Background: an optimization exercise with open tools, aiming at small area and a short achievable clock period. Do not read the settings as production practice. No run shown here included a check of the RTL's function; only the layout flow was run.

## flow/design.v (module list and top-level ports; edited modules follow where they fit)
// module fa: 10 lines
// module FFT64: 3855 lines
module FFT64 #(
    parameter width = 16
) (
    input                           clk,
    input                           rst_n,
    input                           di_en,
    input       signed  [width-1:0] di_re,
    input       signed  [width-1:0] di_img,
    output reg                      do_en,
    output reg  signed  [width-1:0] do_re,
    output reg  signed  [width-1:0] do_img
);
  // ...
==> flow/run.sh <==
#!/bin/bash
# synth_recipe.tcl (not shown) runs the flow's synth.tcl, then flattens the netlist and writes it again
# the make line also repeats each setting of config.mk as NAME=value (left out here)
make -C /OpenROAD-flow-scripts/flow DESIGN_CONFIG=/design/flow/config.mk WORK_HOME=/design/flow/orfs CLKGATE_MAP_FILE= SYNTH_SCRIPT=/design/flow/synth_recipe.tcl finish
==> flow/config.mk <==
export PLATFORM = sky130hd
export DESIGN_NAME = FFT64
export DESIGN_NICKNAME = FFT64
export VERILOG_FILES = /design/flow/design.v
export SDC_FILE = /design/flow/constraint.sdc
export NUM_CORES = 8
export LEC_CHECK = 0
export CAP_MARGIN = 20
export CORE_MARGIN = 2
export CORE_UTILIZATION = 40
export SLEW_MARGIN = 20
export SYNTH_HIERARCHICAL = 1
export SYNTH_MINIMUM_KEEP_SIZE = 0
==> flow/constraint.sdc <==
create_clock -name core_clock -period 11.0 [get_ports {clk}]
set_input_delay 2.2000 -clock core_clock [delete_from_list [all_inputs] [get_ports {clk}]]
set_output_delay 2.2000 -clock core_clock [all_outputs]
set_load 0.01 [all_outputs]
==> run notes, run 1 <==
Layout:
- The layout has around 530 clock buffers.
- The layout has between 100 and 150 buffers outside the clock class.
- The most common cell after layout, fill and taps aside is sky130_fd_sc_hd__dfxtp_1.
- The repair_antennas step left the layout with diodes totalling 10.
- The number of non-clock inverters is 815.
- The area of the multi-input gates is slightly below 0.05 mm2.
- The non-clock buffer share of cell area is less than 1%.
- The count of filler cells inserted in the layout is around 30000.
- The fraction of standard cell area in multi-input logic is a little under a third.

Yosys:
- The number of synthesis warnings is between 40 and 50.
- After synthesis the cells add up to about 0.14 mm2.
- The total of flip-flops plus latches after synthesis is 4123.
- The portion of the post-synthesis area used by sequential elements is 60.8%.
- Counting every instance in the synthesized netlist gives about 11000.
- The share of synthesized cell area in full adder, half adder and majority cells is between 10% and 20%.

Timing:
- The clock skew after layout is 66.4 ps.
- After routing, the total negative slack on setup checks comes to 0 ps.
- Once routing completed, OpenROAD measured the worst setup slack at approximately 6600 ps.
- The smallest clock period supported by the final layout is computed as between 4000 and 5000 ps.
- The transition time of the tightest slew-check pin is between 1000 and 1500 ps.
- Hold timing on the final database bottoms out at a slack of around 270 ps.

Die:
- The core outline area is around 0.34 mm2.
- The total die area is 0.345 mm2.
- In this run the horizontal extent of the chip is between 500 and 600 um.
- The starting density of the core is roughly two fifths.

Worst setup path:
- Data arrives at the worst endpoint at around 5200 ps.
- STA classifies the critical path startpoint as a flop.
- The worst path required time is around 12000 ps.
- In this design, the stage delay of the slowest critical-path cell is 800 ps.
- The critical path crosses 8 cells after its start point.
- The largest individual stage delay along the critical path comes from the cell sky130_fd_sc_hd__clkinv_1.

Min path:
- The hold path startpoint is l1_re[27][11].

Placement:
- Once placement completed, the tool counted placed cells totaling 15098.
- The post-place instance area is between 0.1 and 0.15 mm2.
- Timing analysis after detailed placement gives a worst setup slack of 6650 ps.

Drt:
- The detailed-route wire length per cell is around 18 um.

Clocking:
- Once the clock tree was built, the resizer swapped 0 gates to a different size.

Status:
- The run finished with no timing, DRC or antenna violations.
==> inputs of run 2 (changes only) <==
--- a/flow/design.v
+++ b/flow/design.v
@@ -46,24 +46,25 @@
 reg  [15:0] bc_im [0:3];
 reg        started, f1;
 reg [5:0]  cnt;
 always @(posedge clk or negedge rst_n) begin
     if (!rst_n) begin
         started <= 1'b0;
         cnt     <= 6'd0;
         f1      <= 1'b0;
-        do_en   <= 1'b0;
     end else begin
         started <= started | di_en;
         if (started) cnt <= cnt + 6'd1;
         if (started && cnt == 6'd63) f1 <= 1'b1;
-        if (f1 && cnt == 6'd54) do_en <= 1'b1;
     end
 end
+always @(posedge clk) begin
+    do_en <= rst_n & (do_en | (f1 && cnt == 6'd54));
+end
 reg [15:0] in_re, in_img;
 always @(posedge clk) begin
     in_re  <= di_re;
     in_img <= di_img;
 end
 reg [5:0] c1, c2;
 always @(posedge clk or negedge rst_n) begin
     if (!rst_n) begin
==> flow/flow/run.sh (new file) <==
#!/bin/bash
# Standard ORFS flow (the standard.sh) with a tighter timing-repair target
# and plain buffers on the ports. Each tool's output is logged in this folder.
bash standard.sh SETUP_SLACK_MARGIN=7.3 "BUFFER_PORTS_ARGS=-buffer_cell sky130_fd_sc_hd__buf_2" finish > standard.log 2>&1
==> flow/standard.sh (new file) <==
#!/bin/bash
# synth_recipe.tcl (not shown) runs the flow's synth.tcl, then flattens the netlist and writes it again
# the make line also repeats each setting of config.mk as NAME=value (left out here)
make -C /OpenROAD-flow-scripts/flow DESIGN_CONFIG=/design/flow/config.mk WORK_HOME=/design/flow/orfs CLKGATE_MAP_FILE= SYNTH_SCRIPT=/design/flow/synth_recipe.tcl "${@:-finish}"
removed: flow/run.sh
==> run 2 against run 1 <==
Against the previous run: worst setup slack improved by 770 ps; synthesized area about the same; first-iteration DRC count increased by 5.7%; utilization increased by 0.23 points; flip-flop and latch count unchanged; synthesized cell count about the same.
==> run notes, run 2 <==
Status:
- Outcome: timing/DRC/antenna clean (unchanged).

Clocking:
- The number of hold buffers added after cts was 0 (unchanged).
- The CTS H-tree depth came to 5 (unchanged).
- The number of CTS-inserted buffers is 385 (was 384).
- The TritonCTS clock tree is done (unchanged).
- The maximum buffer depth of the clock tree is 4 (unchanged).
- The clock insertion delay at the later pin of the skew report was 960 ps (was 950 ps).
- The clock-pin slew reported for the worst setup and hold paths after clock tree synthesis is 60 ps (was 70 ps).
- The number of sinks on the clock net is 4123 (unchanged).
- The clock tree root driver cell is sky130_fd_sc_hd__clkbuf_16 (unchanged).

Worst setup path:
- The cell repeated most along the worst path is sky130_fd_sc_hd__fa_1 (unchanged).
- The critical path data arrival time is 4430 ps (was 5180 ps).
- The number of cell instances on the worst register-to-register path is 7 (was 8).
- The delay of the slowest critical-path stage is 680 ps (was 800 ps).
- The critical setup path kind is reg -> reg (unchanged).
- The largest fanout of any net on the critical path is 18 (was 23).
- The worst path required time is 11800 ps (was 11780 ps).
- The critical path buffer and inverter count is 0 (was 2).
- Cells along the critical path: a22oi_1, xor2_1, fa_1, fa_1, fa_1, fa_1, fa_1 (was buf_4, clkinv_1, xnor2_1, fa_1, fa_1, fa_1, fa_1, fa_1).
- The gate family responsible for the most delay along the worst path is adder cells (unchanged).
- The slowest cell on the critical path is sky130_fd_sc_hd__dfxtp_2 (was sky130_fd_sc_hd__clkinv_1).
- The endpoint of the worst register-to-register path is mx_im_b6 (was mx_im_b3).
- The launching point of the worst reg2reg path is ax_re[13] (was ix_neg[3]).
- The kind of start point of the critical path is a flop (unchanged).
- The element type at the critical path end is a flop (unchanged).

Timing:
- The fmax is 0.275 GHz (was 0.227 GHz).
- The transition time of the tightest slew-check pin came to 1160 ps (was 1150 ps).
- The post-route minimum period is 3630 ps (was 4400 ps).
- The final hold violation count is 0 (unchanged).
- The setup TNS is 0 ps (unchanged).
- The worst slew margin relative to its limit is 22.4% (was 23.2%).
- The clock skew after layout is 59.5 ps (was 66.4 ps).
- The count of final max-slew check failures is 0 (unchanged).
- Setup repair after global routing missed its margin: true (was false).
- The final worst-path cycle share was 33.0% (was 40.0%).
- The number of endpoints failing setup at the final stage is 0 (unchanged).

Placement:
- The detailed placer's ending HPWL is 192000 um (about the same).
- The post-place instance area is 0.141 mm2 (about the same).
- The global placer's final weighted congestion is 0.860 (was 0.869).
- The cell total after placement is 15104 (was 15098).
- The count of port buffers added during placement is 67 (unchanged).

Die:
- The total die area came to 0.345 mm2 (about the same).
- The die boundary height is 587 um (about the same).
- The number of placed I/O pins was 68 (unchanged).
- The core outline area was 0.339 mm2 (unchanged).
- The starting density of the core is 40.1% (about the same).
- The placement row count was 214 (unchanged).
- The horizontal extent of the die was 587 um (about the same).

Drt:
- The detailed-route vias per instance came to 4.68 (about the same).
- The DRC violation count after routing is 0 (unchanged).
- The sum of routed wire length over all layers was 287000 um (was 284000 um).
- The detailed-route wire length per cell is 18.1 um (was 17.9 um).
- The post-detailed-route count of antenna-violating nets is 0 (unchanged).
- The number of vias in the routed layout is 74113 (was 74052).
- The starting DRC count in detailed routing is 4506 (was 4264).
- The count of TritonRoute iterations in the first routing pass is 8 (unchanged).

Yosys:
- The average instance area after synthesis is 12.5 um2 (about the same).
- The portion of the post-synthesis area used by sequential elements is 60.7% (was 60.8%).
- The total of flip-flops plus latches after synthesis came to 4123 (unchanged).
- The unique cell type count in the Yosys netlist is 82 (was 83).
- The area fraction of the dominant cell type after synthesis is 60.4% (about the same).
- The combined area of all synthesized cells is 0.136 mm2 (about the same).
- The post-synthesis cell count was 10923 (was 10918).
- Synth area leaders: sky130_fd_sc_hd__dfxtp_1 60%, sky130_fd_sc_hd__fa_1 9.8%, sky130_fd_sc_hd__ha_1 5.7% (unchanged).
- The async set or reset register ratio after synthesis is 0.485% (was 0.509%).
- Synth cell count leaders: 4103 x sky130_fd_sc_hd__dfxtp_1, 810 x sky130_fd_sc_hd__inv_1, 664 x sky130_fd_sc_hd__fa_1, 647 x sky130_fd_sc_hd__nand2_1, 615 x sky130_fd_sc_hd__ha_1 (was 4102 x sky130_fd_sc_hd__dfxtp_1, 803 x sky130_fd_sc_hd__inv_1, 664 x sky130_fd_sc_hd__fa_1, 652 x sky130_fd_sc_hd__nand2_1, 615 x sky130_fd_sc_hd__ha_1).
- The most common flop cell mapped by yosys is sky130_fd_sc_hd__dfxtp_1 (unchanged).
- The most common cell in the synthesized netlist is sky130_fd_sc_hd__dfxtp_1 (unchanged).
- The number of synthesis warnings is 43 (unchanged).
- The number of enable-type register cells in the synthesized netlist is 0 (unchanged).
- The cell type with the highest aggregate area in the netlist is sky130_fd_sc_hd__dfxtp_1 (unchanged).

Run:
- The number of maximum-capacitance constraint violations came to 0 (unchanged).

Layout:
- Largest registers: l1_im: 512 flops, l1_re: 512 flops (unchanged).
- The final cell count without fillers came to 15848 (was 15818).
- The count of filler cells inserted in the layout is 30167 (was 30432).
- The area of all placed cells without fillers is 0.155 mm2 (about the same).
- The number of nets in the layout is 12300 (was 12263).
- Most frequent cells in the layout: 4022 x sky130_fd_sc_hd__dfxtp_1, 806 x sky130_fd_sc_hd__inv_1, 658 x sky130_fd_sc_hd__fa_1 (was 4075 x sky130_fd_sc_hd__dfxtp_1, 803 x sky130_fd_sc_hd__inv_1, 664 x sky130_fd_sc_hd__fa_1).
- The growth of design area from synthesis to finish came to 14.2% (was 13.6%).
- The most common cell after layout, fill and taps aside is sky130_fd_sc_hd__dfxtp_1 (unchanged).
- The share of final-layout standard cells stronger than drive strength 1 is 10.3% (was 8.50%).

GRT:
- The largest net degree at the start of global routing was 87 (was 96).
- The wire length of the first global-routing pass was 449000 um (was 448000 um).
- The number of global-route vias before repair was 77551 (was 77459).
- The number of antenna violations at the first check in global routing is 9 (was 12).
- The overall routing resource usage came to 16.4% (about the same).
- The global route total overflow is 0 (unchanged).

Min path:
- The hold path startpoint was l1_re[9][3] (was l1_re[27][11]).
- The terminating pin of the worst hold path is l1_re[10][3] (was l1_re[28][11]).
- The kind of path behind the tightest hold check is reg -> reg (unchanged).
- The number of stages on the worst hold path was 0 (unchanged).
==> run 2: through the flow <==
| stage | util (%) | setup slack [ps] | hold WS (ps) |
|---|---|---|---|
| after floorplan | - | 7260 | 310 |
| after global placement | 41.5 | 6420 | 309 |
| after detailed placement | 41.5 | 6680 | 312 |
| after CTS | 45.6 | 7280 | 284 |
| after global routing | 45.8 | 7220 | 282 |
| final | 45.8 | 7370 | 283 |
==> run 2: cell families after synthesis <==
group                      synth area share [%]
and+or+nand+nor                            4.73
DFF                                        60.7
buffers and inverters                      3.67
AOI/OAI and AO/OA                          7.43
muxes                                      2.93
adders and majority gates                  15.4
xor gates and xnor gates                   5.06
other                                   0.00276
==> run 2: how the worst max path moves through the flow <==
stage                            to  slack, ps      start  cells past startpoint
final                      mx_im_b6       7370  ax_re[13]                      7
after global routing      o4_im[14]       7220   my_im_b1                     15
after CTS                  my_re_b3       7280   ay_re[5]                      7
after detailed placement   my_re_b3       6680  iy_neg[1]                      8
after global placement    o4_im[14]       6420   my_im_a1                     14
after floorplan            my_re_b3       7260  ry_neg[3]                      9
==> run 2: per-module statistics from Yosys (local to each module, per instance) <==
module | flops+latches | times used | cells inside
fa | 0 | 460 | 1
FFT64 | 4123 | 1 | 10463
==> run 2: layout make-up <==
class | instances | area, um2 | share of cell area (%)
Sequential cell | 4123 | 82800 | 53.3
Multi-Input combinational cell | 5472 | 48700 | 31.4
Clock buffer | 538 | 11100 | 7.14
Tap cell | 4536 | 5680 | 3.65
Inverter | 820 | 3100 | 2.00
Clock inverter | 171 | 2460 | 1.58
Timing Repair Buffer | 182 | 1480 | 0.952
Timing Repair inverter | 2 | 12.5 | 0.00806
Antenna cell | 4 | 10.0 | 0.00644
==> run 2: repair_timing <==
action                                  CTS  global route
cloned                                    2             5
buffers inserted                          9            15
endpoints found under the setup margin  183            87
pin swaps                                 7            28
gates resized for setup                 100            71
==> run 2: per-layer routing <==
metal | wire length, um | track usage, % | vias up
li1 | - | - | 35590
met1 | 130000 | 21.8 | 36332
met2 | 134000 | 27.2 | 1648
met3 | 13400 | 2.51 | 543
met4 | 9000 | 5.56 | 0
met5 | 0 | 0 | -
==> run 2: worst register-to-register path, stage by stage, from the launching register on <==
cell,delay (ps)
sky130_fd_sc_hd__dfxtp_2,680
sky130_fd_sc_hd__a22oi_1,210
sky130_fd_sc_hd__xor2_1,190
sky130_fd_sc_hd__fa_1,610
sky130_fd_sc_hd__fa_1,460
sky130_fd_sc_hd__fa_1,400
sky130_fd_sc_hd__fa_1,520
sky130_fd_sc_hd__fa_1,410
==> inputs of run 3 (changes only) <==
==> flow/flow/run.sh (replaced) <==
#!/bin/bash
# Standard ORFS flow (the standard.sh) with a tighter timing-repair target,
# plain buffers on the ports and larger clock-tree sink clusters.
bash standard.sh SETUP_SLACK_MARGIN=7.3 "BUFFER_PORTS_ARGS=-buffer_cell sky130_fd_sc_hd__buf_2" CTS_CLUSTER_SIZE=24 CTS_CLUSTER_DIAMETER=100 finish > standard.log 2>&1
--- a/flow/config.mk
+++ b/flow/config.mk
@@ -8,5 +8,5 @@
 export CAP_MARGIN = 20
 export CORE_MARGIN = 2
-export CORE_UTILIZATION = 40
+export CORE_UTILIZATION = 55
 export SLEW_MARGIN = 20
 export SYNTH_HIERARCHICAL = 1
==> run 3 against run 2 <==
Against the previous run: synthesized area unchanged; worst hold slack worse by 36 ps; maximum frequency up 0.29%; synthesized cell count unchanged; sequential share of layout area up 3.4 points; highest routed layer is now met5; clock-buffer cell count down 334; largest cell class unchanged; non-clock buffer count up 14.
==> run notes, run 3 <==
Status:
- Outcome: timing/DRC/antenna clean (unchanged).

Worst setup path:
- The critical path data arrival time is 4320 ps (was 4430 ps).
- The critical setup path kind was reg -> reg (unchanged).
- The number of cell instances on the worst register-to-register path came to 6 (was 7).
- The kind of start point of the critical path is a flop (unchanged).
- The worst path required time is 11700 ps (was 11800 ps).
- The cell repeated most along the worst path is sky130_fd_sc_hd__fa_1 (unchanged).
- Cells along the critical path: a22oi_1, xnor2_1, fa_1, fa_1, fa_1, fa_1 (was a22oi_1, xor2_1, fa_1, fa_1, fa_1, fa_1, fa_1).
- The slowest cell on the critical path is sky130_fd_sc_hd__dfxtp_1 (was sky130_fd_sc_hd__dfxtp_2).
- The element type at the critical path end is a flop (unchanged).
- The launching instance or port of the critical path is ax_im[14] (was ax_re[13]).
- The largest fanout of any net on the critical path was 18 (unchanged).
- The launching point of the worst reg2reg path is ax_im[14] (was ax_re[13]).
- The delay of the slowest critical-path stage is 970 ps (was 680 ps).
- The endpoint of the worst register-to-register path is mx_re_b9 (was mx_im_b6).

Clocking:
- The number of hold buffers added after cts was 0 (unchanged).
- The CTS H-tree depth is 4 (was 5).
- The number of sinks on the clock net is 4123 (unchanged).
- The clock insertion delay at the later pin of the skew report is 920 ps (was 960 ps).
- The TritonCTS clock tree is done (unchanged).
- The clock-pin slew reported for the worst setup and hold paths after clock tree synthesis is 90 ps (was 60 ps).
- The maximum buffer depth of the clock tree is 3 (was 4).
- The number of CTS-inserted buffers is 198 (was 385).
- The clock tree root driver cell is sky130_fd_sc_hd__clkbuf_16 (unchanged).

Timing:
- Setup repair after global routing missed its margin: true (unchanged).
- The fmax is 0.276 GHz (was 0.275 GHz).
- The clock skew after layout is 108 ps (was 59.5 ps).
- The transition time of the tightest slew-check pin is 1150 ps (was 1160 ps).
- The final hold violation count was 0 (unchanged).
- The post-route minimum period is 3620 ps (was 3630 ps).
- The worst slew margin relative to its limit was 22.6% (was 22.4%).
- The count of final max-slew check failures is 0 (unchanged).
- The minimum setup slack in the final design is 7380 ps (was 7370 ps).
- The final worst-path cycle share is 32.9% (was 33.0%).
- The setup TNS is 0 ps (unchanged).
- The number of endpoints failing setup at the final stage is 0 (unchanged).

Yosys:
- The combined area of all synthesized cells is 0.136 mm2 (unchanged).
- The area fraction of the dominant cell type after synthesis is 60.4% (unchanged).
- The post-synthesis cell count was 10923 (unchanged).
- The most common flop cell mapped by yosys is sky130_fd_sc_hd__dfxtp_1 (unchanged).
- The most common cell in the synthesized netlist is sky130_fd_sc_hd__dfxtp_1 (unchanged).
- The portion of the post-synthesis area used by sequential elements is 60.7% (unchanged).
- Synth cell count leaders: 4103 x sky130_fd_sc_hd__dfxtp_1, 810 x sky130_fd_sc_hd__inv_1, 664 x sky130_fd_sc_hd__fa_1, 647 x sky130_fd_sc_hd__nand2_1, 615 x sky130_fd_sc_hd__ha_1 (unchanged).
- The cell type with the highest aggregate area in the netlist is sky130_fd_sc_hd__dfxtp_1 (unchanged).
- The number of synthesis warnings came to 43 (unchanged).
- Synth area leaders: sky130_fd_sc_hd__dfxtp_1 60%, sky130_fd_sc_hd__fa_1 9.8%, sky130_fd_sc_hd__ha_1 5.7% (unchanged).
- The total of flip-flops plus latches after synthesis is 4123 (unchanged).
- The number of enable-type register cells in the synthesized netlist is 0 (unchanged).
- The average instance area after synthesis came to 12.5 um2 (unchanged).
- The unique cell type count in the Yosys netlist is 82 (unchanged).
- The async set or reset register ratio after synthesis was 0.485% (unchanged).

Drt:
- The starting DRC count in detailed routing is 4515 (was 4506).
- The count of TritonRoute iterations in the first routing pass is 9 (was 8).
- The detailed-route wire length per cell is 19.6 um (was 18.1 um).
- The detailed-route vias per instance was 5.15 (was 4.68).
- The DRC violation count after routing is 0 (unchanged).
- The post-detailed-route count of antenna-violating nets is 0 (unchanged).
- The sum of routed wire length over all layers is 276000 um (was 287000 um).
- The number of vias in the routed layout is 72525 (was 74113).

Die:
- The placement row count is 182 (was 214).
- The total die area is 0.251 mm2 (was 0.345 mm2).
- The horizontal extent of the die is 501 um (was 587 um).
- The starting density of the core is 55.3% (was 40.1%).
- The core outline area is 0.246 mm2 (was 0.339 mm2).
- The die boundary height is 501 um (was 587 um).
- The number of placed I/O pins was 68 (unchanged).

Placement:
- The count of port buffers added during placement is 67 (unchanged).
- The detailed placer's ending HPWL is 190000 um (was 192000 um).
- The pre-CTS worst setup slack is 6620 ps (was 6680 ps).
- The cell total after placement came to 13795 (was 15104).
- The global placer's final weighted congestion is 0.884 (was 0.860).

Layout:
- The growth of design area from synthesis to finish was 7.29% (was 14.2%).
- Largest registers: l1_im: 512 flops, l1_re: 512 flops (unchanged).
- The count of filler cells inserted in the layout is 19740 (was 30167).
- The final cell count without fillers is 14075 (was 15848).
- The area occupied by registers is 0.0828 mm2 (about the same).
- The number of nets in the layout was 12125 (was 12300).
- Most frequent cells in the layout: 4029 x sky130_fd_sc_hd__dfxtp_1, 808 x sky130_fd_sc_hd__inv_1, 657 x sky130_fd_sc_hd__fa_1 (was 4022 x sky130_fd_sc_hd__dfxtp_1, 806 x sky130_fd_sc_hd__inv_1, 658 x sky130_fd_sc_hd__fa_1).
- The most common cell after layout, fill and taps aside is sky130_fd_sc_hd__dfxtp_1 (unchanged).
- The share of final-layout standard cells stronger than drive strength 1 came to 7.11% (was 10.3%).
- The area of the multi-input gates is 0.0487 mm2 (about the same).
- The final design utilization is 59.3% (was 45.8%).

GRT:
- The wire length of the first global-routing pass is 429000 um (was 449000 um).
- The global route total overflow came to 0 (unchanged).
- The number of antenna violations at the first check in global routing is 11 (was 9).
- The number of global-route vias before repair is 73980 (was 77551).
- The largest net degree at the start of global routing is 91 (was 87).
- The overall routing resource usage is 21.8% (was 16.4%).

Min path:
- The number of stages on the worst hold path came to 0 (unchanged).
- The kind of path behind the tightest hold check is reg -> reg (unchanged).
- The hold path startpoint is l1_re[0][11] (was l1_re[9][3]).
- The terminating pin of the worst hold path is l1_re[1][11] (was l1_re[10][3]).

Run:
- The number of maximum-capacitance constraint violations is 0 (unchanged).
[run 3: cell types whose count changed in the layout (fill, tap and decap cells not counted), moves of 7 or more]
cell                         delta
sky130_fd_sc_hd__clkbuf_1      -63
sky130_fd_sc_hd__buf_4          +9
sky130_fd_sc_hd__dfxtp_1        +7
sky130_fd_sc_hd__inv_6         -11
sky130_fd_sc_hd__clkinv_4      -14
sky130_fd_sc_hd__clkinv_2      -55
sky130_fd_sc_hd__bufinv_16     -38
sky130_fd_sc_hd__clkinvlp_4    -24
sky130_fd_sc_hd__clkbuf_8      -81
sky130_fd_sc_hd__dfxtp_2        -8
sky130_fd_sc_hd__clkbuf_16    -190
[run 3: worst max path at each step]
stage	end	slack, ps	depth (start not counted)
finish	mx_re_b9	7380	6
global route	o4_re[13]	7270	13
CTS	my_im_b3	7250	8
detailed placement	my_im_b3	6620	9
global placement	my_im_b3	6590	9
floorplan	my_re_b3	7260	9
[run 3: Yosys stat by module, one instance, submodules excluded]
module / cell area (um2) / times used
FFT64: 127000 / 1
fa: 20.0 / 460
[run 3: final cells by class]
| class | count | share of cell area (%) |
|---|---|---|
| clock buffers | 204 | 3.42 |
| multi-input cells | 5472 | 33.4 |
| repair buffers | 196 | 1.11 |
| inverters | 820 | 2.12 |
| diodes | 6 | 0.0103 |
| flip-flops and latches | 4123 | 56.7 |
| clock inverters | 34 | 0.486 |
| well taps | 3220 | 2.76 |
[run 3: per-stage QoR]
| stage | cell area, um2 | hold WS, ps |
|---|---|---|
| 6_report | 146000 | 246 |
| 5_1_grt | 146000 | 258 |
| 4_1_cts | 145000 | 250 |
| 3_5_place_dp | 139000 | 312 |
| 3_3_place_gp | 139000 | 310 |
| 2_1_floorplan | 136000 | 310 |
[run 3: cells by family after synthesis]
kind of cell	after synthesis	synth area share, %
muxes	375	2.93
buffers and inverters	1329	3.67
DFF	4123	60.7
adders and majority gates	1279	15.4
and+or+nand+nor	1465	4.73
other	1	0.00276
xor gates and xnor gates	783	5.06
AOI/OAI and AO/OA	1568	7.43
[run 3: metal layers]
layer  part of all wire (%)  track usage, %
met1                     47            30.8
met3                    4.2            2.60
met4                    3.1            6.71
met5                 0.0047               0
met2                     46            35.3
[run 3: critical path: cells and delay by family (launching register included)]
kind / cells / cell delay, ps
AOI/OAI and AO/OA: 1 / 250
adders and majority gates: 4 / 1960
DFF: 1 / 970
xor gates and xnor gates: 1 / 290
[run 3: repair_timing]
action / in CTS / in global routing
setup buffers: 9 / 20
resized for setup: 73 / 93
gates cloned: 2 / 5
pin swaps: 4 / 28
setup endpoints to repair: 152 / 82
==> inputs of run 4 (changes only) <==
==> flow/flow/run.sh (replaced) <==
#!/bin/bash
# Standard ORFS flow (the standard.sh) with a tighter timing-repair target,
# plain buffers on the ports and larger clock-tree sink clusters.
bash standard.sh SETUP_SLACK_MARGIN=7.3 "BUFFER_PORTS_ARGS=-buffer_cell sky130_fd_sc_hd__buf_2" CTS_CLUSTER_SIZE=20 CTS_CLUSTER_DIAMETER=80 finish > standard.log 2>&1
--- a/flow/config.mk
+++ b/flow/config.mk
@@ -8,5 +8,5 @@
 export CAP_MARGIN = 20
 export CORE_MARGIN = 2
-export CORE_UTILIZATION = 55
+export CORE_UTILIZATION = 40
 export SLEW_MARGIN = 20
 export SYNTH_HIERARCHICAL = 1
==> run 4 against run 3 <==
Against the previous run: worst hold slack improved by 29 ps; flip-flop and latch count unchanged; first-iteration DRC count increased by 7.4%; still clean on timing, DRC and antenna; clock-buffer cell count up 54; design area rose by 1.8%; sequential share of layout area fell by 0.99 points; worst setup slack better by 5.0 ps; die area rose by 37%; final cell count up 9.7%; critical endpoint is now mx_re_b3; maximum frequency grew 0.14%.
==> run notes, run 4 <==
Yosys:
- The cell type with the highest aggregate area in the netlist is sky130_fd_sc_hd__dfxtp_1 (unchanged).
- The portion of the post-synthesis area used by sequential elements came to 60.7% (unchanged).
- The number of synthesis warnings came to 43 (unchanged).
- The combined area of all synthesized cells is 0.136 mm2 (unchanged).
- The area fraction of the dominant cell type after synthesis came to 60.4% (unchanged).
- Synth area leaders: sky130_fd_sc_hd__dfxtp_1 60%, sky130_fd_sc_hd__fa_1 9.8%, sky130_fd_sc_hd__ha_1 5.7% (unchanged).
- The number of enable-type register cells in the synthesized netlist is 0 (unchanged).
- Synth cell count leaders: 4103 x sky130_fd_sc_hd__dfxtp_1, 810 x sky130_fd_sc_hd__inv_1, 664 x sky130_fd_sc_hd__fa_1, 647 x sky130_fd_sc_hd__nand2_1, 615 x sky130_fd_sc_hd__ha_1 (unchanged).
- The unique cell type count in the Yosys netlist is 82 (unchanged).
- The average instance area after synthesis is 12.5 um2 (unchanged).
- The total of flip-flops plus latches after synthesis is 4123 (unchanged).
- The async set or reset register ratio after synthesis is 0.485% (unchanged).
- The most common cell in the synthesized netlist is sky130_fd_sc_hd__dfxtp_1 (unchanged).
- The post-synthesis cell count is 10923 (unchanged).
- The most common flop cell mapped by yosys is sky130_fd_sc_hd__dfxtp_1 (unchanged).

Min path:
- The kind of path behind the tightest hold check was reg -> reg (unchanged).
- The hold path startpoint is l4_im[0][11] (was l1_re[0][11]).

Clocking:
- The number of CTS-inserted buffers was 242 (was 198).
- The clock-pin slew reported for the worst setup and hold paths after clock tree synthesis is 90 ps (about the same).
- The clock tree root driver cell is sky130_fd_sc_hd__clkbuf_16 (unchanged).
- The maximum buffer depth of the clock tree is 4 (was 3).
- The CTS H-tree depth is 4 (unchanged).
- The number of hold buffers added after cts came to 0 (unchanged).
- The TritonCTS clock tree is done (unchanged).
- The number of sinks on the clock net came to 4123 (unchanged).
- The clock insertion delay at the later pin of the skew report is 940 ps (was 920 ps).

GRT:
- The largest net degree at the start of global routing is 87 (was 91).
- The overall routing resource usage came to 16.1% (was 21.8%).
- The global route total overflow is 0 (unchanged).
- The number of antenna violations at the first check in global routing is 11 (unchanged).
- The wire length of the first global-routing pass is 442000 um (was 429000 um).
- The number of global-route vias before repair is 75808 (was 73980).

Timing:
- The setup TNS is 0 ps (unchanged).
- The fmax is 0.277 GHz (was 0.276 GHz).
- The transition time of the tightest slew-check pin is 1150 ps (about the same).
- The number of endpoints failing setup at the final stage is 0 (unchanged).
- The clock skew after layout is 84.1 ps (was 108 ps).
- The worst slew margin relative to its limit was 23.1% (was 22.6%).
- The count of final max-slew check failures is 0 (unchanged).
- The post-route minimum period is 3620 ps (about the same).
- The final worst-path cycle share is 32.9% (about the same).
- The final hold violation count is 0 (unchanged).
- Setup repair after global routing missed its margin: true (unchanged).

Layout:
- Most frequent cells in the layout: 4021 x sky130_fd_sc_hd__dfxtp_1, 805 x sky130_fd_sc_hd__inv_1, 658 x sky130_fd_sc_hd__fa_1 (was 4029 x sky130_fd_sc_hd__dfxtp_1, 808 x sky130_fd_sc_hd__inv_1, 657 x sky130_fd_sc_hd__fa_1).
- The most common cell after layout, fill and taps aside is sky130_fd_sc_hd__dfxtp_1 (unchanged).
- The share of final-layout standard cells stronger than drive strength 1 came to 7.45% (was 7.11%).
- The number of nets in the layout is 12158 (was 12125).
- The final cell count without fillers is 15437 (was 14075).
- The growth of design area from synthesis to finish was 9.21% (was 7.29%).
- Largest registers: l1_im: 512 flops, l1_re: 512 flops (unchanged).

Drt:
- The number of vias in the routed layout is 72792 (was 72525).
- The sum of routed wire length over all layers was 282000 um (was 276000 um).
- The detailed-route wire length per cell was 18.3 um (was 19.6 um).
- The detailed-route vias per instance is 4.72 (was 5.15).
- The DRC violation count after routing is 0 (unchanged).
- The post-detailed-route count of antenna-violating nets is 0 (unchanged).
- The count of TritonRoute iterations in the first routing pass is 6 (was 9).
- The starting DRC count in detailed routing came to 4849 (was 4515).

Die:
- The die boundary height is 587 um (was 501 um).
- The total die area is 0.345 mm2 (was 0.251 mm2).
- The starting density of the core is 40.1% (was 55.3%).
- The number of placed I/O pins is 68 (unchanged).
- The placement row count came to 214 (was 182).
- The horizontal extent of the die is 587 um (was 501 um).
- The core outline area is 0.339 mm2 (was 0.246 mm2).

Placement:
- The cell total after placement is 15104 (was 13795).
- The detailed placer's ending HPWL is 192000 um (was 190000 um).
- The global placer's final weighted congestion is 0.860 (was 0.884).
- The count of port buffers added during placement is 67 (unchanged).

Worst setup path:
- The critical path data arrival time is 4380 ps (was 4320 ps).
- The largest fanout of any net on the critical path came to 18 (unchanged).
- The launching point of the worst reg2reg path is ax_re[2] (was ax_im[14]).
- The worst path required time is 11770 ps (was 11700 ps).
- The critical setup path kind is reg -> reg (unchanged).
- The element type at the critical path end was a flop (unchanged).
- The kind of start point of the critical path is a flop (unchanged).
- The launching instance or port of the critical path is ax_re[2] (was ax_im[14]).

Status:
- Outcome: timing/DRC/antenna clean (unchanged).

Run:
- The number of maximum-capacitance constraint violations is 0 (unchanged).
## run 4: cell counts after synthesis
No cell type changed its count.
## run 4: logic make-up (layout without fill, tap and decap cells)
group	Yosys count	after routing	share of synthesized area (%)
AND/OR/NAND/NOR	1465	1465	4.73
other	1	6	0.00276
multiplexers	375	375	2.93
adder cells (fa/ha/maj)	1279	1279	15.4
AO/OA/AOI/OAI	1568	1568	7.43
flip-flops	4123	4123	60.7
buffers and inverters	1329	1302	3.67
XOR/XNOR	783	783	5.06
## run 4: repair_timing
item	CTS	global route
gates resized for setup	100	67
buffers inserted	9	16
pin swaps	8	29
endpoints found under the setup margin	186	75
cloned	3	4
## run 4: modules after synthesis (local to each module, per instance)
module,flip-flops and latches,copies in the design,cell area [um2]
FFT64,4123,1,127000
fa,0,460,20.0
## run 4: layout make-up
class	count	area [um2]
repair inverters	2	12.5
diodes	4	10.0
repair buffers	183	1490
fillers	30824	191000
clock buffers	258	6160
clock inverters	39	619
inverters	820	3100
well taps	4536	5680
multi-input cells	5472	48700
flip-flops and latches	4123	82800
## run 4: final timing paths
check                          endpoint  cells after the start  slack [ps]
max                            mx_re_b3                      7        7380
max in group asynchronous         c1[2]                      1        9310
min in group asynchronous            f1                      1        1290
min                        l4_im[1][11]                      0         280
max reg2reg                    mx_re_b3                      7        7380
min reg2reg                l4_im[1][11]                      0         280
## run 4: critical path: stages, from the launching register on
cell	delay [ps]
sky130_fd_sc_hd__dfxtp_2	710
sky130_fd_sc_hd__a22oi_1	200
sky130_fd_sc_hd__xnor2_1	190
sky130_fd_sc_hd__fa_1	490
sky130_fd_sc_hd__fa_1	470
sky130_fd_sc_hd__fa_1	450
sky130_fd_sc_hd__fa_1	510
sky130_fd_sc_hd__fa_1	410
## run 4: per-layer routing
metal  vias to the layer above  routed length, um  global-route usage (%)
li1                      35018                  -                       -
met1                     35807             129000                    21.7
met2                      1526             132000                    26.9
met3                       439              12300                    2.18
met4                         2               8410                    5.12
met5                         -                 13                       0
## run 4: through the flow
stage	setup slack (ps)	hold WS, ps	cell area [um2]	util, %
after floorplan	7260	310	136000	-
after global placement	6420	309	141000	41.5
after detailed placement	6680	312	141000	41.5
after CTS	7280	282	148000	43.6
after global routing	7250	292	149000	43.8
final	7380	275	149000	43.8
==> inputs of run 5 (changes only) <==
==> flow/flow/run.sh (replaced) <==
#!/bin/bash
# Standard ORFS flow (the standard.sh) with a tighter timing-repair target,
# plain buffers on the ports and larger clock-tree sink clusters.
bash standard.sh SETUP_SLACK_MARGIN=7.3 "BUFFER_PORTS_ARGS=-buffer_cell sky130_fd_sc_hd__buf_2" CTS_CLUSTER_SIZE=32 CTS_CLUSTER_DIAMETER=60 finish > standard.log 2>&1
==> run 5 against run 4 <==
Against the previous run: still clean on timing, DRC and antenna; sequential share of layout area is 1.2 points lower; critical path depth is 5 higher; synthesized area stayed put; non-clock buffer count is 2 lower; synthesized cell count stayed put; clock skew is 4.8 ps lower; global-route usage is 0.066 points higher; register-to-register slack worse by 50 ps; flip-flop and latch count stayed put; critical endpoint is now o4_im[6].
==> run notes, run 5 <==
Clocking:
- The clock insertion delay at the later pin of the skew report is 930 ps (was 940 ps).
- The maximum buffer depth of the clock tree was 4 (unchanged).
- The clock-pin slew reported for the worst setup and hold paths after clock tree synthesis is 100 ps (was 90 ps).
- The CTS H-tree depth is 5 (was 4).
- The number of sinks on the clock net is 4123 (unchanged).
- The number of hold buffers added after cts was 0 (unchanged).
- The clock tree root driver cell is sky130_fd_sc_hd__clkbuf_16 (unchanged).
- The TritonCTS clock tree is done (unchanged).
- The number of CTS-inserted buffers was 266 (was 242).

Yosys:
- The average instance area after synthesis came to 12.5 um2 (unchanged).
- The async set or reset register ratio after synthesis is 0.485% (unchanged).
- The post-synthesis cell count is 10923 (unchanged).
- The combined area of all synthesized cells is 0.136 mm2 (unchanged).
- The portion of the post-synthesis area used by sequential elements is 60.7% (unchanged).
- The most common cell in the synthesized netlist is sky130_fd_sc_hd__dfxtp_1 (unchanged).
- Synth cell count leaders: 4103 x sky130_fd_sc_hd__dfxtp_1, 810 x sky130_fd_sc_hd__inv_1, 664 x sky130_fd_sc_hd__fa_1, 647 x sky130_fd_sc_hd__nand2_1, 615 x sky130_fd_sc_hd__ha_1 (unchanged).
- The cell type with the highest aggregate area in the netlist was sky130_fd_sc_hd__dfxtp_1 (unchanged).
- Synth area leaders: sky130_fd_sc_hd__dfxtp_1 60%, sky130_fd_sc_hd__fa_1 9.8%, sky130_fd_sc_hd__ha_1 5.7% (unchanged).
- The unique cell type count in the Yosys netlist is 82 (unchanged).
- The number of synthesis warnings is 43 (unchanged).
- The number of enable-type register cells in the synthesized netlist is 0 (unchanged).
- The total of flip-flops plus latches after synthesis is 4123 (unchanged).
- The area fraction of the dominant cell type after synthesis was 60.4% (unchanged).
- The most common flop cell mapped by yosys was sky130_fd_sc_hd__dfxtp_1 (unchanged).

Drt:
- The number of vias in the routed layout is 73273 (was 72792).
- The sum of routed wire length over all layers was 284000 um (was 282000 um).
- The detailed-route vias per instance was 4.69 (was 4.72).
- The DRC violation count after routing is 0 (unchanged).
- The count of TritonRoute iterations in the first routing pass came to 6 (unchanged).
- The detailed-route wire length per cell is 18.2 um (was 18.3 um).
- The starting DRC count in detailed routing is 4642 (was 4849).
- The post-detailed-route count of antenna-violating nets is 0 (unchanged).

Timing:
- The fmax was 0.273 GHz (was 0.277 GHz).
- The post-route minimum period is 3670 ps (was 3620 ps).
- The worst slew margin relative to its limit came to 23.2% (was 23.1%).
- The count of final max-slew check failures was 0 (unchanged).
- The clock skew after layout is 79.3 ps (was 84.1 ps).
- The final hold violation count came to 0 (unchanged).
- The setup TNS is 0 ps (unchanged).
- Setup repair after global routing missed its margin: true (unchanged).
- The transition time of the tightest slew-check pin is 1150 ps (about the same).
- The number of endpoints failing setup at the final stage is 0 (unchanged).
- The final worst-path cycle share was 33.3% (was 32.9%).

GRT:
- The number of antenna violations at the first check in global routing is 10 (was 11).
- The largest net degree at the start of global routing is 87 (unchanged).
- The wire length of the first global-routing pass was 444000 um (was 442000 um).
- The number of global-route vias before repair is 76017 (was 75808).
- The global route total overflow is 0 (unchanged).
- The overall routing resource usage came to 16.2% (was 16.1%).

Layout:
- The number of nets in the layout is 12180 (was 12158).
- The most common cell after layout, fill and taps aside is sky130_fd_sc_hd__dfxtp_1 (unchanged).
- The count of filler cells inserted in the layout is 30499 (was 30824).
- The share of final-layout standard cells stronger than drive strength 1 came to 9.05% (was 7.45%).
- The area occupied by registers is 0.0828 mm2 (about the same).
- Largest registers: l1_im: 512 flops, l1_re: 512 flops (unchanged).
- The final cell count without fillers is 15622 (was 15437).
- Most frequent cells in the layout: 4019 x sky130_fd_sc_hd__dfxtp_1, 806 x sky130_fd_sc_hd__inv_1, 657 x sky130_fd_sc_hd__fa_1 (was 4021 x sky130_fd_sc_hd__dfxtp_1, 805 x sky130_fd_sc_hd__inv_1, 658 x sky130_fd_sc_hd__fa_1).
- The area of the multi-input gates is 0.0487 mm2 (about the same).
- The growth of design area from synthesis to finish is 11.6% (was 9.21%).

Die:
- The placement row count is 214 (unchanged).
- The starting density of the core is 40.1% (unchanged).
- The number of placed I/O pins was 68 (unchanged).
- The horizontal extent of the die is 587 um (unchanged).
- The die boundary height came to 587 um (unchanged).
- The core outline area came to 0.339 mm2 (unchanged).
- The total die area was 0.345 mm2 (unchanged).

Worst setup path:
- The worst path required time is 11740 ps (was 11770 ps).
- The largest fanout of any net on the critical path is 3 (was 18).
- The slowest cell on the critical path is sky130_fd_sc_hd__o21ai_0 (was sky130_fd_sc_hd__dfxtp_2).
- The element type at the critical path end is a flop (unchanged).
- The delay of the slowest critical-path stage was 660 ps (was 710 ps).
- The kind of start point of the critical path is a flop (unchanged).
- The critical path data arrival time is 4400 ps (was 4380 ps).
- The critical setup path kind is reg -> reg (unchanged).
- Cells along the critical path: inv_1, fa_1, ha_2, fa_2, buf_4, a21o_1, a21o_1, fa_1, xnor2_2, nor2_1, a21oi_1, o21ai_0 (was a22oi_1, xnor2_1, fa_1, fa_1, fa_1, fa_1, fa_1).

Min path:
- The kind of path behind the tightest hold check is reg -> reg (unchanged).

Placement:
- The count of port buffers added during placement is 67 (unchanged).
- The cell total after placement is 15104 (unchanged).
- The global placer's final weighted congestion is 0.860 (unchanged).
- The detailed placer's ending HPWL is 192000 um (unchanged).

Run:
- The number of maximum-capacitance constraint violations is 0 (unchanged).

Status:
- Outcome: timing/DRC/antenna clean (unchanged).
## run 5: cell counts after synthesis
Identical to the previous run, type by type.
## run 5: repair_timing
| item | 4_1_cts | 5_1_grt |
|---|---|---|
| cloned | 2 | 6 |
| resized for setup | 105 | 77 |
| endpoints found under the setup margin | 188 | 75 |
| buffers inserted | 9 | 13 |
| pin swaps | 8 | 33 |
## run 5: area by class of cell
| class | count | area share [%] |
|---|---|---|
| Antenna cell | 10 | 0.0165 |
| Clock buffer | 286 | 4.54 |
| Clock inverter | 192 | 2.05 |
| Inverter | 820 | 2.04 |
| Multi-Input combinational cell | 5472 | 32.1 |
| Sequential cell | 4123 | 54.5 |
| Tap cell | 4536 | 3.74 |
| Timing Repair Buffer | 181 | 0.991 |
| Timing Repair inverter | 2 | 0.00824 |
## run 5: critical path, delay by kind of cell (launching register included)
kind	cells	cell delay, ps
adder cells (fa/ha/maj)	4	1490
buffers and inverters	2	200
AO/OA/AOI/OAI	4	1040
AND/OR/NAND/NOR	1	150
flip-flops	1	320
XOR/XNOR	1	300
## run 5: final timing paths
check	startpoint	to	slack, ps	cells past startpoint
worst max register to register	my_im_b1	o4_im[6]	7330	12
worst max-delay path	my_im_b1	o4_im[6]	7330	12
min in group asynchronous	rst_n	cnt[4]	1330	1
worst min register to register	ba_re[0][8]	ba_re[1][8]	260	0
worst min-delay path	ba_re[0][8]	ba_re[1][8]	260	0
max in group asynchronous	rst_n	c1[2]	9260	1
## run 5: modules after synthesis, one instance, submodules excluded
module / flip-flops and latches / area, um2 / times used / cells inside
FFT64: 4123 / 127000 / 1 / 10463
fa: 0 / 20.0 / 460 / 1
## run 5: kinds of logic after synthesis
group | count (synthesis) | synth area share (%)
simple gates | 1465 | 4.73
compound gates | 1568 | 7.43
buf+inv | 1329 | 3.67
flops | 4123 | 60.7
other cells | 1 | 0.00276
mux | 375 | 2.93
xor+xnor | 783 | 5.06
fa+ha+maj | 1279 | 15.4
## run 5: layer usage
layer | routed length, um | share of wire (%) | track usage, % | up-vias
met5 | 13 | 0.0046 | 0 | -
met4 | 9400 | 3.3 | 5.47 | 2
met3 | 13100 | 4.6 | 2.43 | 510
met2 | 132000 | 46 | 26.8 | 1567
met1 | 130000 | 46 | 21.7 | 35925
li1 | - | - | - | 35269
## run 5: stage by stage
| stage | hold slack (ps) | area (um2) | util [%] | setup WS, ps |
|---|---|---|---|---|
| finish | 262 | 152000 | 44.8 | 7330 |
| global route | 256 | 152000 | 44.8 | 7170 |
| CTS | 256 | 151000 | 44.6 | 7290 |
| detailed placement | 312 | 141000 | 41.5 | 6680 |
| global placement | 309 | 141000 | 41.5 | 6420 |
| floorplan | 310 | 136000 | - | 7260 |

[port drivers added, routing unchanged]
The results above use ideal ports. As a check the final layouts listed here were re-extracted and re-timed, cells and wires unchanged.
Step 1: set_driving_cell puts a clkbuf_16 on clk and a buf_2 on each other input, an assumption about the parent block.
Step 2 adds t to the input delays and takes it off the output delays; t is the mean of the earliest and latest rising clock arrival at the registers after step 1. Input paths then give back, and output paths get back, about the clock's delay inside the block.
a / b / c = no drivers / after step 1 / after step 2; a / b = the first two.
run | shift t [ns] | setup slack, ns | clock arrival spread, ns | worst slew at a driven data input, ns
run 1 | 1.028 | 6.599 / 6.599 / 6.599 | 0.085 / 0.085 | 0.10
run 2 | 1.022 | 7.369 / 7.288 / 7.369 | 0.072 / 0.073 | 0.08
run 3 | 0.954 | 7.380 / 7.315 / 7.380 | 0.116 / 0.116 | 0.07
run 4 | 1.004 | 7.385 / 7.292 / 7.385 | 0.121 / 0.121 | 0.08
run 5 | 1.004 | 7.334 / 7.272 / 7.334 | 0.114 / 0.114 | 0.08
After both steps setup and hold are still met in every run listed.
